Background: an optimization exercise with open tools, aiming at small area and a short achievable clock period. Do not read the settings as production practice.
Function was checked by simulation only, so behaviour that the tests miss may differ from the original.
No driver is modelled on the clock port, so clock power and skew are understated where the tree is cut down; a real chip needs a root buffer or a tree.
No activity file was given, so power comes from the tool's default toggle rates.

Setup of the previous run:
// fir_filter
module fir_filter (
    data_in, data_out, clk, rst
);
    output [17:0] data_out;
    input  [7:0]  data_in;
    input         clk, rst;
    wire [7:0] d = data_in;
    reg  [7:0]  x1n;
    reg  [7:0]  x2;
    reg  [7:0]  x3n;
    reg  [7:0]  x4;
    reg  [7:0]  x5n;
    reg  [7:0]  x6;
    reg  [7:0]  x7;
    reg  [17:0] s;
    wire p1, p2;
    fa u_p1 (.a(x2[0]), .b(x4[0]), .c(x6[0]), .s(p1), .co(p2));
    wire p3, p4;
    fa u_p3 (.a(x7[0]), .b(p1), .c(d[0]), .s(p3), .co(p4));
    wire p5, p6;
    fa u_p5 (.a(x2[1]), .b(x4[1]), .c(x6[1]), .s(p5), .co(p6));
    wire p7, p8;
    fa u_p7 (.a(x7[1]), .b(p2), .c(p5), .s(p7), .co(p8));
    wire p9, p10;
    fa u_p9 (.a(p7), .b(d[1]), .c(p4), .s(p9), .co(p10));
    wire p11, p12;
    fa u_p11 (.a(x2[2]), .b(x4[2]), .c(x6[2]), .s(p11), .co(p12));
    wire p13, p14;
    fa u_p13 (.a(x7[2]), .b(p6), .c(p11), .s(p13), .co(p14));
    wire p15, p16;
    fa u_p15 (.a(p8), .b(p13), .c(d[2]), .s(p15), .co(p16));
    wire p17, p18;
    fa u_p17 (.a(x2[3]), .b(x4[3]), .c(x6[3]), .s(p17), .co(p18));
    wire p19, p20;
    fa u_p19 (.a(x7[3]), .b(p12), .c(p17), .s(p19), .co(p20));
    wire p21, p22;
    fa u_p21 (.a(p14), .b(p19), .c(d[3]), .s(p21), .co(p22));
    wire p23, p24;
    fa u_p23 (.a(x2[4]), .b(x4[4]), .c(x6[4]), .s(p23), .co(p24));
    wire p25, p26;
    fa u_p25 (.a(x7[4]), .b(p18), .c(p23), .s(p25), .co(p26));
    wire p27, p28;
    fa u_p27 (.a(p20), .b(p25), .c(d[4]), .s(p27), .co(p28));
    wire p29, p30;
    fa u_p29 (.a(x2[5]), .b(x4[5]), .c(x6[5]), .s(p29), .co(p30));
    wire p31, p32;
    fa u_p31 (.a(x7[5]), .b(p24), .c(p29), .s(p31), .co(p32));
    wire p33, p34;
    fa u_p33 (.a(p26), .b(p31), .c(d[5]), .s(p33), .co(p34));
    wire p35, p36;
    fa u_p35 (.a(x2[6]), .b(x4[6]), .c(x6[6]), .s(p35), .co(p36));
    wire p37, p38;
    fa u_p37 (.a(x7[6]), .b(p30), .c(p35), .s(p37), .co(p38));
    wire p39, p40;
  ...
Size: ~76 flip-flops, ~28 I/O pins, roughly 4900 µm² of cells after synthesis.
Settings: LEC_CHECK=0, CAP_MARGIN=20, CORE_MARGIN=2, CORE_UTILIZATION=62, SETUP_SLACK_MARGIN=3.7, SLEW_MARGIN=20, SYNTH_HIERARCHICAL=1; clock period 11.0 ns.
standard.sh (not shown) runs the stock make flow with config.mk's settings and CLKGATE_MAP_FILE= SYNTH_SCRIPT=/design/flow/synth_recipe.tcl, a recipe that flattens the netlist after the stock synthesis.
==> flow/flow/run.sh <==
#!/bin/bash
# Layout flow: the standard ORFS flow (standard.sh, unchanged synthesis),
# with these layout changes:
#  - ports are buffered with the smallest buffer (repair_timing upsizes the
#    ones on critical paths) instead of the delay cell buffer_ports picks;
#  - the clock tree is a root buffer and four leaf buffers (flow/cts_tree.tcl,
#    sourced before the CTS step) instead of TritonCTS's 9-buffer H-tree.
# Each tool's output is in this folder's orfs/logs; the make output is in
# flow.log.
set -euo pipefail
here=$(cd "$(dirname "$0")" && pwd)
export BUFFER_PORTS_ARGS="-buffer_cell sky130_fd_sc_hd__buf_1"
export PRE_CTS_TCL="$here/cts_tree.tcl"
export CTS_NLEAF=4
export CTS_ROOT_CELL=sky130_fd_sc_hd__clkbuf_8
export CTS_LEAF_CELL=sky130_fd_sc_hd__clkbuf_8
bash standard.sh finish > flow.log 2>&1
Other scripts of this flow, unchanged in this note and not shown: flow/flow/cts_tree.tcl
[inputs] the current run vs the previous run
# the previous run
export LEC_CHECK = 0
export CAP_MARGIN = 20
export CORE_MARGIN = 2
export CORE_UTILIZATION = 62
export SETUP_SLACK_MARGIN = 3.7
export SLEW_MARGIN = 20
export SYNTH_HIERARCHICAL = 1
create_clock -name core_clock -period 11.0 [get_ports {clk}]
# the current run
export LEC_CHECK = 0
export CAP_MARGIN = 20
export CORE_MARGIN = 2
export CORE_UTILIZATION = 58
export GPL_ROUTABILITY_DRIVEN = 0
export SETUP_SLACK_MARGIN = 3.7
export SLEW_MARGIN = 20
export SYNTH_HIERARCHICAL = 1
create_clock -name core_clock -period 11.0 [get_ports {clk}]
--- outcome ---
- More vias were needed by the current run than by the previous run.
- Delta (the current run minus the previous run): first-pass GRT wire length has decreased; worst path arrival time has increased.
In every run of this note, the design's own scripts or RTL, not TritonCTS, make the clock network.

========
exp/nickel:
Starting RTL as in the previous note.
// fir_filter
module fir_filter (
    data_in, data_out, clk, rst
);
    output [17:0] data_out;
    input  [7:0]  data_in;
    input         clk, rst;
    wire [7:0] d = data_in;
    reg  [7:0]  x1n;
    reg  [7:0]  x2;
    reg  [7:0]  x3n;
    reg  [7:0]  x4;
    reg  [7:0]  x5n;
    reg  [7:0]  x6;
    reg  [7:0]  x7;
    reg  [17:0] s;
    wire p1, p2;
    fa u_p1 (.a(x2[0]), .b(x4[0]), .c(x6[0]), .s(p1), .co(p2));
    wire p3, p4;
    fa u_p3 (.a(x7[0]), .b(p1), .c(d[0]), .s(p3), .co(p4));
    wire p5, p6;
    fa u_p5 (.a(x2[1]), .b(x4[1]), .c(x6[1]), .s(p5), .co(p6));
    wire p7, p8;
    fa u_p7 (.a(x7[1]), .b(p2), .c(p5), .s(p7), .co(p8));
    wire p9, p10;
    fa u_p9 (.a(p7), .b(d[1]), .c(p4), .s(p9), .co(p10));
    wire p11, p12;
    fa u_p11 (.a(x2[2]), .b(x4[2]), .c(x6[2]), .s(p11), .co(p12));
    wire p13, p14;
    fa u_p13 (.a(x7[2]), .b(p6), .c(p11), .s(p13), .co(p14));
    wire p15, p16;
    fa u_p15 (.a(p8), .b(p13), .c(d[2]), .s(p15), .co(p16));
    wire p17, p18;
    fa u_p17 (.a(x2[3]), .b(x4[3]), .c(x6[3]), .s(p17), .co(p18));
    wire p19, p20;
    fa u_p19 (.a(x7[3]), .b(p12), .c(p17), .s(p19), .co(p20));
    wire p21, p22;
    fa u_p21 (.a(p14), .b(p19), .c(d[3]), .s(p21), .co(p22));
    wire p23, p24;
    fa u_p23 (.a(x2[4]), .b(x4[4]), .c(x6[4]), .s(p23), .co(p24));
    wire p25, p26;
    fa u_p25 (.a(x7[4]), .b(p18), .c(p23), .s(p25), .co(p26));
    wire p27, p28;
    fa u_p27 (.a(p20), .b(p25), .c(d[4]), .s(p27), .co(p28));
    wire p29, p30;
    fa u_p29 (.a(x2[5]), .b(x4[5]), .c(x6[5]), .s(p29), .co(p30));
    wire p31, p32;
    fa u_p31 (.a(x7[5]), .b(p24), .c(p29), .s(p31), .co(p32));
    wire p33, p34;
    fa u_p33 (.a(p26), .b(p31), .c(d[5]), .s(p33), .co(p34));
  ...
==> flow/config.mk <==
export PLATFORM = sky130hd
export DESIGN_NAME = fir_filter
export DESIGN_NICKNAME = fir_filter
export VERILOG_FILES = /design/flow/design.v
export SDC_FILE = /design/flow/constraint.sdc
export NUM_CORES = 4
export LEC_CHECK = 0
export CAP_MARGIN = 20
export CORE_MARGIN = 2
export CORE_UTILIZATION = 52
export SETUP_SLACK_MARGIN = 3.7
export SLEW_MARGIN = 20
export SYNTH_HIERARCHICAL = 1
==> flow/constraint.sdc <==
create_clock -name core_clock -period 11.0 [get_ports {clk}]
set_input_delay 2.2000 -clock core_clock [delete_from_list [all_inputs] [get_ports {clk}]]
set_output_delay 2.2000 -clock core_clock [all_outputs]
set_load 0.01 [all_outputs]
==> flow/flow/cts_tree.tcl <==
# Sourced before clock tree synthesis (PRE_CTS_TCL). Replaces TritonCTS with a
# small two-level clock tree: the clock port drives one root buffer, which
# drives NLEAF leaf buffers; the flip-flops are split by position (recursive
# bisection) into NLEAF equal groups, each driven by the leaf buffer placed at the group's centroid.
# All flip-flops sit at the same depth (root + one leaf), so the tree adds no
# deliberate skew.
proc clock_tree_synthesis { args } {
  set nleaf $::env(CTS_NLEAF)
  set db [ord::get_db]
  set block [ord::get_db_block]
  set clk_net [$block findNet clk]
  set leafm [$db findMaster $::env(CTS_LEAF_CELL)]
  set rootm [$db findMaster $::env(CTS_ROOT_CELL)]
  set sinks {}
  foreach it [$clk_net getITerms] {
    set loc [[$it getInst] getLocation]
    lappend sinks [list $it [lindex $loc 0] [lindex $loc 1]]
  }
  set n [llength $sinks]
  # recursive bisection (alternately by x and y) into nleaf groups of
  # (nearly) equal size; nleaf is a power of two
  set groups [list $sinks]
  set axis 1
  while {[llength $groups] < $nleaf} {
    set next {}
    foreach grp $groups {
      set grp [lsort -integer -index $axis $grp]
      set h [expr {[llength $grp] / 2}]
      lappend next [lrange $grp 0 [expr {$h - 1}]] [lrange $grp $h end]
    }
    set groups $next
    set axis [expr {3 - $axis}]
  }
  set sx 0; set sy 0
  foreach s $sinks { incr sx [lindex $s 1]; incr sy [lindex $s 2] }
  set root [odb::dbInst_create $block $rootm clkroot]
  $root setLocation [expr {$sx / $n}] [expr {$sy / $n}]
  $root setPlacementStatus PLACED
  set rootnet [odb::dbNet_create $block clknet_root]
  $rootnet setSigType CLOCK
  [$root findITerm A] connect $clk_net
  [$root findITerm X] connect $rootnet
  set g 0
  foreach grp $groups {
    set gx 0; set gy 0
    foreach s $grp { incr gx [lindex $s 1]; incr gy [lindex $s 2] }
    set m [llength $grp]
    set leaf [odb::dbInst_create $block $leafm clkleaf_$g]
    $leaf setLocation [expr {$gx / $m}] [expr {$gy / $m}]
    $leaf setPlacementStatus PLACED
    set net [odb::dbNet_create $block clknet_leaf_$g]
    $net setSigType CLOCK
    [$leaf findITerm A] connect $rootnet
    [$leaf findITerm X] connect $net
    foreach s $grp {
      set it [lindex $s 0]
      $it disconnect
      $it connect $net
    }
    incr g
  }
  $clk_net setSigType CLOCK
  puts "clock tree: root [$rootm getName], $nleaf leaves [$leafm getName], $n sinks"
  set_propagated_clock [all_clocks]
}
Scripts as last shown in full above: flow/flow/run.sh
exp/nickel was carried through to the last stage, and its layout satisfied the timing, DRC and antenna checks.
diff inputs: exp/nickel => exp/yarrow
- setting ABC_AREA to 1 for the first time
- changing CORE_UTILIZATION from 52 to 58
- changing SETUP_SLACK_MARGIN from 3.7 to 3.8
Notes after the runs:
exp/yarrow vs exp/nickel: sequential share of power down in exp/yarrow
Diff exp/yarrow and exp/nickel: worst setup slack lower in exp/nickel
Relative to exp/nickel, power share of the combinational group increased by 0.6 points in exp/yarrow.
Between exp/nickel and exp/yarrow, routed wire length decreased.
Of exp/yarrow and exp/nickel, the run reporting the lower number of standard cells in the layout, taps in and fillers out was exp/nickel.
In exp/yarrow relative to exp/nickel, power after layout had gone up slightly.
On worst hold slack, exp/yarrow tracks exp/nickel almost exactly.
Measured against exp/nickel, the synthesized instance count of exp/yarrow comes out at 1.11 times the reference value.
When exp/yarrow is measured against exp/nickel, its combinational power turns out 2.7% higher.
Looking at first-pass GRT wire length across both flows, exp/yarrow is the weaker of the two, with exp/nickel ahead.
Post-DP HPWL came out lower on exp/yarrow than on exp/nickel.
Setup changes, exp/yarrow to exp/garnet
- a deleted ABC_AREA that had been 1
- a change of SETUP_SLACK_MARGIN from 3.8 to 3.7
- a change of CORE_UTILIZATION from 58 to 65
==> summary.txt <==
- exp/garnet reached the end of the flow, and the finished layout is clean on the timing, DRC and antenna checks.
- Final cell utilization of the core delta for exp/garnet relative to exp/yarrow: 7.1 points higher
- Number of standard cells after synthesis ended up 42 lower on exp/garnet than on exp/yarrow.
- Wire length on exp/garnet is down relative to exp/yarrow.
- In exp/garnet the critical path depth turned out 4 lower than in exp/yarrow.
- Of exp/garnet and exp/yarrow, it is exp/garnet that has the lower via count.
- Sequential power: exp/garnet vs exp/yarrow — no meaningful difference
> inputs changed (exp/garnet -> exp/amber)
- PLACE_DENSITY now 0.45, previously not set
- CORE_UTILIZATION now 58, was 65
Results
Proportion of power drawn by the clock network, exp/amber and exp/garnet: lower on exp/garnet
Compared exp/garnet against exp/amber; area of all placed cells without fillers within noise.
The post-route fraction of the period consumed by the critical path of exp/amber falls short of that of exp/garnet by 0.19 points.
Higher combinational group share of total power among exp/amber and exp/garnet: exp/garnet
Across both runs, overall power consumption was lower for exp/amber than for exp/garnet.
Comparing final setup slack of the worst path for exp/amber and exp/garnet, the smaller number came from exp/garnet.
Routed metal-1 wire length of exp/amber exceeds that of exp/garnet by a few percent.
What exp/sierra does differently from exp/amber at the input level:
- TNS_END_PERCENT: unset -> 0
- PLACE_DENSITY: 0.45 -> unset
==> comparison <==
- Combinational group share of total power across exp/sierra and exp/amber: no real change.
- Per the comparison of exp/sierra with exp/amber, post-CTS setup buffer count has remained practically unchanged, design area was more or less identical, fmax now sits lower, post-layout utilization of the core held steady.
- Diff exp/sierra..exp/amber | switching share of total power | negligible
- exp/sierra finished every stage and its layout cleared the timing, DRC and antenna checks.
- Reported net switching power delta (exp/sierra -> exp/amber): insignificant
- exp/sierra vs. exp/amber: setup slack after layout now sits lower, total power draw was more or less identical.
No run of this note takes its clock network from TritonCTS; it comes from the design's own scripts or RTL.

-- port drivers added, routing unchanged --
In the flow no input, the clock included, has a driving cell. The finished layouts below were timed again as built, in two steps.
Step 1, drivers: a clkbuf_16 drives clk and a buf_2 each remaining input, both assumed.
Step 2 adds t to the input delays and takes it off the output delays; t is the mean of the earliest and latest rising clock arrival at the registers after step 1. Input paths then give back, and output paths get back, about the clock's delay inside the block.
a / b / c = ideal / step 1 / step 2; a / b = the first two.
run | t (ns) | setup slack, ns | hold WS [ns] | cell pins on the clock port's net
the previous run | 0.368 | 3.832 / 3.801 / 3.635 | 0.379 / 0.379 / 0.379 | 1
the current run | 0.358 | 3.811 / 3.781 / 3.671 | 0.365 / 0.365 / 0.365 | 1
exp/nickel | 0.361 | 3.823 / 3.786 / 3.719 | 0.381 / 0.381 / 0.381 | 1
exp/yarrow | 0.367 | 3.901 / 3.852 / 3.779 | 0.382 / 0.382 / 0.382 | 1
exp/garnet | 0.364 | 3.790 / 3.758 / 3.659 | 0.382 / 0.382 / 0.382 | 1
exp/amber | 0.358 | 3.811 / 3.781 / 3.671 | 0.365 / 0.365 / 0.365 | 1
exp/sierra | 0.360 | 3.789 / 3.759 / 3.671 | 0.365 / 0.365 / 0.365 | 1
After both steps setup and hold are still met in every run listed. For the previous run, which loses most, drivers alone change the setup slack by -0.031 ns; drivers and shift together by -0.197 ns.
